What follows belongs to an exercise in optimizing a design on an open flow for small area, a short achievable clock period and few clock cycles; a production flow would make more cautious choices.
RTL that was checked went through simulation tests only; none was proved equivalent to the original.
Power figures rest on the tool's default switching activity, not on a simulated workload.

==> cedar <==
// JAM
module JAM (
    input CLK,
    input RST,
    output [3:0] MatchCount,
    output [9:0] MinCost,
    output       Valid,
    output [2:0] W,
    output [2:0] J,
    input  [6:0] Cost
);
localparam ST_SCAN = 2'd0;
localparam ST_Z    = 2'd1;
localparam ST_FIN  = 2'd2;
localparam ST_DONE = 2'd3;
integer k;
reg [1:0] st;
reg [6:0] cnt;
reg [2:0] rc;           
reg [2:0] jr;           
reg [2:0] wr;           
reg [2:0] r;            
reg       first;        
reg       pend;         
reg       pe;           
reg [6:0] dsum;         
reg [6:0] delta;        
reg [8:0] kofs;         
reg [9:0] xh;           
reg [6:0] cost_r;
reg [7:0] dmin;
reg [2:0] j1p, j0p, p1;    
reg [2:0] wp;           
reg [2:0] wro, wpo;     
reg       m1;
reg       aact;
reg [2:0] ar;            
reg [2:0] ac;
reg [9:0] mincost;
reg       valid;
reg [6:0] xz;           
reg [2:0] lp;           
reg [6:0] dmore;        
reg [2:0] lvl;
reg [3:0] ds;
reg [7:0] dused;
reg [20:0] dch;
reg [3:0] dcnt;
reg [55:0] cNV;    
reg [63:0] cM;     
reg [23:0] cW;     
reg [7:0]  cU;     
reg [7:0]  cPd;    
reg [23:0] cP;     
reg [7:0]  cMt;    
reg [55:0] rU;     
reg [7:0]  rV;     
reg [7:0]  rPd;    
assign MatchCount = dcnt;
assign MinCost    = mincost;
assign Valid      = valid;
assign W          = wr;
  ...
Settings: LEC_CHECK=0, CAP_MARGIN=20, CORE_MARGIN=2, CORE_UTILIZATION=40, SETUP_SLACK_MARGIN=3.5, SLEW_MARGIN=20; clock period 7.0 ns.
run.sh (not shown) runs the stock make flow with config.mk's settings and CLKGATE_MAP_FILE= SYNTH_SCRIPT=/design/flow/synth_recipe.tcl, a recipe that flattens the netlist after the stock synthesis.
==> willow (differences from cedar) <==
--- a/flow/design.v
+++ b/flow/design.v
@@ -38,25 +38,29 @@
 reg [9:0] mincost;
 reg       valid;
 reg [6:0] xz;           
 reg [2:0] lp;           
 reg [6:0] dmore;        
+reg [7:0] zr;
+reg [2:0] tpos;         
+reg       dst;          
+reg       pendc;        
+reg       ph1;          
 reg [2:0] lvl;
 reg [3:0] ds;
 reg [7:0] dused;
 reg [20:0] dch;
 reg [3:0] dcnt;
 reg [55:0] cNV;    
 reg [63:0] cM;     
 reg [23:0] cW;     
 reg [7:0]  cU;     
-reg [7:0]  cPd;    
 reg [23:0] cP;     
 reg [7:0]  cMt;    
 reg [55:0] rU;     
 reg [7:0]  rV;     
-reg [7:0]  rPd;    
+reg [3:0]  win;    
 assign MatchCount = dcnt;
 assign MinCost    = mincost;
 assign Valid      = valid;
 assign W          = wr;
 assign J          = jr;
@@ -64,14 +68,15 @@
 wire zp   = (st == ST_Z);
 wire hold1 = scan && (cnt == 7'd1) && aact && !adone;
 wire s_proc = scan && (cnt >= 7'd2 && cnt <= 7'd9);
 wire fclr = first && scan && (cnt >= 7'd1 && cnt <= 7'd8);   
 wire z_proc = zp && (cnt >= 7'd2 && cnt <= 7'd65);
-wire force0 = scan && (r == 3'd0) && !pend;
-wire [6:0] dsel = (cPd[1] && !pend) ? delta : 7'd0;
+wire force0 = ph1 && !pend;
+wire dwin = (win != 4'd0) && !pend;
+wire [6:0] dsel = (dwin && cU[1]) ? delta : 7'd0;
 wire [6:0] nv_e = force0 ? 7'd0 : (cNV[13:7] + dsel);
-wire [6:0] u_e  = force0 ? 7'd0 : (rU[13:7]  + ((rPd[1] && !pend) ? delta : 7'd0));
+wire [6:0] u_e  = force0 ? 7'd0 : (rU[13:7]  + ((dwin && rV[1]) ? delta : 7'd0));
 wire [9:0] xa = force0 ? 10'd0 : {3'b000, cNV[13:7]};
 wire [9:0] xb = force0 ? 10'd0 : {3'b000, dsel};
 wire [9:0] xc = {kofs[8], kofs};
 wire [9:0] xh_e = (xa ^ xb ^ xc) + {((xa[8:0] & xb[8:0]) | (xa[8:0] & xc[8:0]) | (xb[8:0] & xc[8:0])), 1'b0};
 wire [9:0] cand = {3'b000, cost_r} + xh;
@@ -82,23 +87,25 @@
 wire [7:0] din  = dmin;
 function sgn3;
     input [6:0] a;
     input [9:0] b;
     input [7:0] x;
+    input       ci;
     reg [10:0] p, q, y, sm, cy;
     begin
         p = {4'b0000, a};
         q = {b[9], b};
         y = ~{3'b000, x};
         sm = p ^ q ^ y;
-        cy = {((p[9:0] & q[9:0]) | (p[9:0] & y[9:0]) | (q[9:0] & y[9:0])), 1'b1};
+        cy = {((p[9:0] & q[9:0]) | (p[9:0] & y[9:0]) | (q[9:0] & y[9:0])), ci};
         sgn3 = (sm + cy) >> 10;
     end
 endfunction
-wire c1 = sgn3(cost_r, xh, mold);
-wire c2 = sgn3(cost_r, xh, din);
-wire c3 = (mold < din);
+wire c1 = sgn3(cost_r, xh, mold, 1'b1);
+wire tie = !cMt[0] && m1;
+wire c2 = sgn3(cost_r, xh, din, !tie);
+wire c3 = tie ? (mold <= din) : (mold < din);
 wire better = elig && c1;
 wire [7:0] mnew = better ? cand[7:0] : mold;
 wire take = elig && (c2 || c3);
 wire [7:0] dmin_n = take ? mnew : din;
 wire [2:0] p1_n = take ? cP[2:0] : p1;
@@ -155,20 +162,28 @@
     v_w = 1'b0;
     rV_w = 1'b0;
     for (k = 0; k < 8; k = k + 1)
         if (usel == k) begin
             u_w = rU[7*k +: 7];
-            v_w = rPd[k];
             rV_w = rV[k];
         end
 end
-reg [7:0] zrow;
+wire [2:0] lpd = dgo ? (lp + 3'd1) : lp;
+wire [2:0] lpb = tpos;
+wire [2:0] tp_l = lvl - rc - 3'd1;
+wire [2:0] tp_1 = dtl - rc - 3'd1;
+wire [2:0] tp_2 = dtl2 - rc - 3'd1;
+reg [7:0] gd, gb;
 always @(*) begin
-    zrow = 8'd0;
-    for (k = 0; k < 8; k = k + 1)
-        if (lp == k) zrow = cM[8*k +: 8];
+    gd = 8'd0;
+    gb = 8'd0;
+    for (k = 0; k < 8; k = k + 1) begin
+        if (lpd == k) gd = cM[8*k +: 8];
+        if (lpb == k) gb = cM[8*k +: 8];
+    end
 end
+wire [7:0] zrow = zr;
 reg  [7:0] gtm;
 always @(*) begin
     for (k = 0; k < 8; k = k + 1)
         gtm[k] = ds[3] || (k > ds[2:0]);
 end
@@ -177,26 +192,32 @@
 always @(*) begin
     dj = 3'd0;
     for (k = 7; k >= 0; k = k - 1)
         if (dc[k]) dj = k;
 end
-wire dgo = (st == ST_FIN);
+wire dgo = (st == ST_FIN) && dst;
 wire dhave = (dc != 8'd0);
 wire ddesc = dhave && (lvl != 3'd7);
 wire dtwo  = dhave && !one8(dc);
-reg  [6:0] dlt;
-reg  [2:0] dtl;
+reg  [6:0] dlt, dlt2;
+reg  [2:0] dtl, dtl2;
 reg        dany;
 reg  [2:0] dback;
 reg  [7:0] dkeep;
 always @(*) begin
     for (k = 0; k < 7; k = k + 1)
         dlt[k] = dmore[k] && (k < lvl);
     dany = (dlt != 7'd0);
     dtl = 3'd0;
     for (k = 0; k < 7; k = k + 1)
         if (dlt[k]) dtl = k;
+    dlt2 = 7'd0;
+    for (k = 0; k < 7; k = k + 1)
+        dlt2[k] = dmore[k] && (k < dtl);
+    dtl2 = 3'd0;
+    for (k = 0; k < 7; k = k + 1)
+        if (dlt2[k]) dtl2 = k;
     dback = 3'd0;
     dkeep = 8'd0;
     for (k = 0; k < 7; k = k + 1) begin
         if (dtl == k) dback = dch[3*k +: 3];
         if (k < dtl) dkeep = dkeep | (8'd1 << dch[3*k +: 3]);
@@ -220,11 +241,11 @@
 endfunction
 always @(*) begin
     for (k = 0; k < 8; k = k + 1)
         rf[k] = one8(cM[8*k +: 8]);
     for (k = 0; k < 8; k = k + 1)
-        ctk[k] = dgo && ({cM[56+k], cM[48+k], cM[40+k], cM[32+k], cM[24+k], cM[16+k], cM[8+k], cM[k]} & rf) != 8'd0;
+        ctk[k] = (st == ST_FIN) && ({cM[56+k], cM[48+k], cM[40+k], cM[32+k], cM[24+k], cM[16+k], cM[8+k], cM[k]} & rf) != 8'd0;
     for (k = 0; k < 64; k = k + 1)
         pM[k] = cM[k] && (rf[k / 8] || !ctk[k % 8]);
 end
 wire allf = (rf == 8'hFF);
 always @(posedge CLK) begin
@@ -239,17 +260,10 @@
         for (k = 0; k < 8; k = k + 1)
             if (awp == k) cP[3*k +: 3] <= arw;
     end
     rU <= {rU[6:0], rU[55:14], u_e};
     rV <= {rV_h, rV[7:2], (rV[1] & !fclr)};
-    if (pend) begin
-        cPd <= {cU_h, cU[7:1]};
-        rPd <= {rV_h, rV[7:1]};
-    end else begin
-        cPd <= {cPd[0], cPd[7:2], 1'b0};
-        rPd <= {rPd[0], rPd[7:2], 1'b0};
-    end
     if (scan && cnt == 7'd1)
         dmin <= 8'hFF;
     if (s_proc) begin
         dmin <= dmin_n;
         p1 <= p1_n;
@@ -266,11 +280,11 @@
     if (pend)
         delta <= dmin[6:0] - dsum;
     if (aact) begin
         ac <= aenc - 3'd1;
     end else begin
-        ac <= (s_proc && take) ? 3'd7 : (j1p - 3'd1);
+        ac <= j1p - 3'd1;    
         ar <= r;
     end
     xz <= (zn[5:3] == 3'd0) ? nv_e : nv_z;
     wro <= wr;
     wpo <= wp - 3'd1;
@@ -278,10 +292,12 @@
         if (ddesc) begin
             for (k = 0; k < 7; k = k + 1)
                 if (lvl == k) dch[3*k +: 3] <= dj;
         end
     end
+    zr <= (!dgo || ddesc) ? gd : gb;
+    tpos <= (!dgo || ddesc) ? ((dtwo && dgo) ? tp_l : tp_1) : tp_2;
 end
 always @(posedge CLK or posedge RST) begin
     if (RST) begin
         st <= ST_SCAN;
         cnt <= 7'd0;
@@ -290,10 +306,11 @@
         wr <= 3'd0;
         wp <= 3'd0;
         r <= 3'd0;
         first <= 1'b1;
         pend <= 1'b0;
+        win <= 4'd0;
         pe <= 1'b0;
         dsum <= 7'd0;
         kofs <= 9'd0;
         mincost <= 10'd0;
         valid <= 1'b0;
@@ -303,47 +320,56 @@
         lvl <= 3'd0;
         lp <= 3'd0;
         ds <= 4'hF;
         dused <= 8'd0;
         dcnt <= 4'd0;
+        dst <= 1'b0;
+        pendc <= 1'b0;
+        ph1 <= 1'b1;
     end else begin
         rc <= rc + 3'd1;
         wp <= wp - 3'd1;
         jr <= jr + 3'd1;
         lp <= lp - 3'd1;
         pend <= 1'b0;
         cMt <= {cMt[0], cMt[7:1]};
+        win <= pend ? 4'd8 : (dwin ? win - 4'd1 : 4'd0);
         if (aact) begin
             for (k = 0; k < 8; k = k + 1)
                 if (awp == k) cMt[k] <= 1'b1;
             if (adone)
                 aact <= 1'b0;
         end
+        pendc <= pend && pcommit;
+        if (pend)
+            ph1 <= 1'b0;
         if (pend) begin
             if (pe) begin
-                if (pcommit) begin
-                    if (r == 3'd7) begin
-                        st <= ST_Z;
-                        cnt <= 7'd1;
-                        wr <= rc + 3'd3;
-                    end else begin
-                        aact <= 1'b1;
-                    end
-                    r <= r1;
-                    mincost <= mincost + dmin[6:0];
-                end
-                if (pcommit)
-                    dsum <= 7'd0;
+                if (pcommit && r != 3'd7)
+                    aact <= 1'b1;
+                if (r == 3'd7)
+                    wr <= rc + 3'd3;
                 kofs <= 9'd0;
                 first <= 1'b1;
             end else begin
-                if (pcommit)
-                    dsum <= dmin[6:0];
                 kofs <= {2'b00, dmin[6:0]} - {2'b00, u_w};
                 first <= 1'b0;
             end
         end
+        if (pendc) begin
+            if (pe) begin
+                if (r == 3'd7) begin
+                    st <= ST_Z;
+                    wr <= rc + 3'd3;
+                end
+                r <= r1;
+                mincost <= mincost + dmin[6:0];
+                dsum <= 7'd0;
+            end else begin
+                dsum <= dmin[6:0];
+            end
+        end
         case (st)
             ST_SCAN: begin
                 if (cnt == 7'd8 || (cnt == 7'd9 && take)) begin
                     pend <= 1'b1;
                     pe <= !m1_n;
@@ -364,16 +390,18 @@
                     st <= ST_FIN;
                 cnt <= cnt + 7'd1;
             end
             default: ;
         endcase
-        if (dgo) begin
-            if (allf) begin
-                dcnt <= 4'd1;
-                valid <= 1'b1;
-                st <= ST_DONE;
-            end else if (ddesc) begin
+        if (st == ST_FIN)
+            dst <= 1'b1;
+        if (st == ST_FIN && allf) begin
+            dcnt <= 4'd1;
+            valid <= 1'b1;
+            st <= ST_DONE;
+        end else if (dgo) begin
+            if (ddesc) begin
                 dused <= dused | (8'd1 << dj);
                 lvl <= lvl + 3'd1;
                 lp <= lp;
                 ds <= 4'hF;
                 for (k = 0; k < 7; k = k + 1)
--- a/flow/config.mk
+++ b/flow/config.mk
@@ -6,7 +6,9 @@
 export NUM_CORES = 4
 export LEC_CHECK = 0
 export CAP_MARGIN = 20
 export CORE_MARGIN = 2
 export CORE_UTILIZATION = 40
-export SETUP_SLACK_MARGIN = 3.5
+export CTS_CLUSTER_DIAMETER = 80
+export CTS_CLUSTER_SIZE = 20
+export SETUP_SLACK_MARGIN = 4.0
 export SLEW_MARGIN = 20
==> qor summary <==
|  | cedar | willow |
|---|---|---|
| Worst Hold Launch | cNV[23]$_DFF_P_ | cU[4]$_DFF_P_ |
| Worst supply voltage drop on vdd | 0.000288 V | 0.000285 V |
| Post-route design area | 0.0247 mm² | 0.0256 mm² |
| Pin count of the biggest net entering global routing | 79 | 62 |
| Transition time at the pin with the least slew margin | 0.983 ns | 1.05 ns |
| Sequential Power Share | 36.1% | 37.7% |
| Xor and xnor fraction of the mapped netlist area | 4.17% | 4.86% |
| Overall die width | 237 µm | 239 µm |
| Clock network power | 2.53 mW | 1.77 mW |
| Clock buffer and inverter area fraction after layout | 6.49% | 3.68% |
| Worst-path maximum fanout | 37 | 7 |
| Post-place setup slack | 2.76 ns | 3.31 ns |
| Post-CTS Setup Repair Bufs | 9 | 59 |
| Outcome | finished clean | finished clean |
| Number of flip-flops and latches | 429 | 431 |
| Routed via count | 16909 | 17475 |
| Relative slew slack | 34.3% | 29.7% |
| Worst reg2reg path startpoint | lp[0]$_DFFE_PP0P_ | dmin[4]$_SDFFCE_PN1P_ |
| Latest clock arrival within the worst-skew pair | 0.61 ns | 0.60 ns |
| GRT met2 Usage | 33.7% | 34.8% |
| Final HPWL DP | 42.9 mm | 43.4 mm |
| Non-clock buffer share of cell area | 2.87% | 5.22% |
| Portion of netlist area occupied by mux cells | 3.84% | 5.40% |
| Net count, final | 2432 | 2559 |
| Number of DRC markers after the initial detailed-route iteration | 1491 | 1542 |
| Number of buffers created by CTS | 48 | 29 |
Testbench counts of willow, summed over its fixed seeds: cycles 4,191.
Only the layout flow was run in cedar; the RTL was not checked for function there.

re-timing with driven ports:
The flow's constraints put no driver on any port. The routed layouts listed below were extracted and timed again, unchanged, in two steps. Step 1 sets driving cells, clkbuf_16 on the clock port and buf_2 on the other inputs (assumed; they add their load-dependent delay and slew). Step 2 also shifts input and output timing later by t, the mid clock arrival at the registers, as if the neighbouring blocks saw the same clock. Slacks: ideal / step 1 / step 2; pairs: ideal / step 1.
run	t, ns	setup WS [ns]	latest minus earliest clock arrival (ns)
cedar	0.659	3.588 / 3.588 / 3.588	0.027 / 0.027
willow	0.645	3.952 / 3.952 / 3.924	0.034 / 0.033
After both steps every run listed still meets setup and hold. The setup slack of willow, which loses most, moves by 0.000 ns with the drivers and by -0.028 ns with both steps. The worst setup slack also covers recovery checks on asynchronous resets.
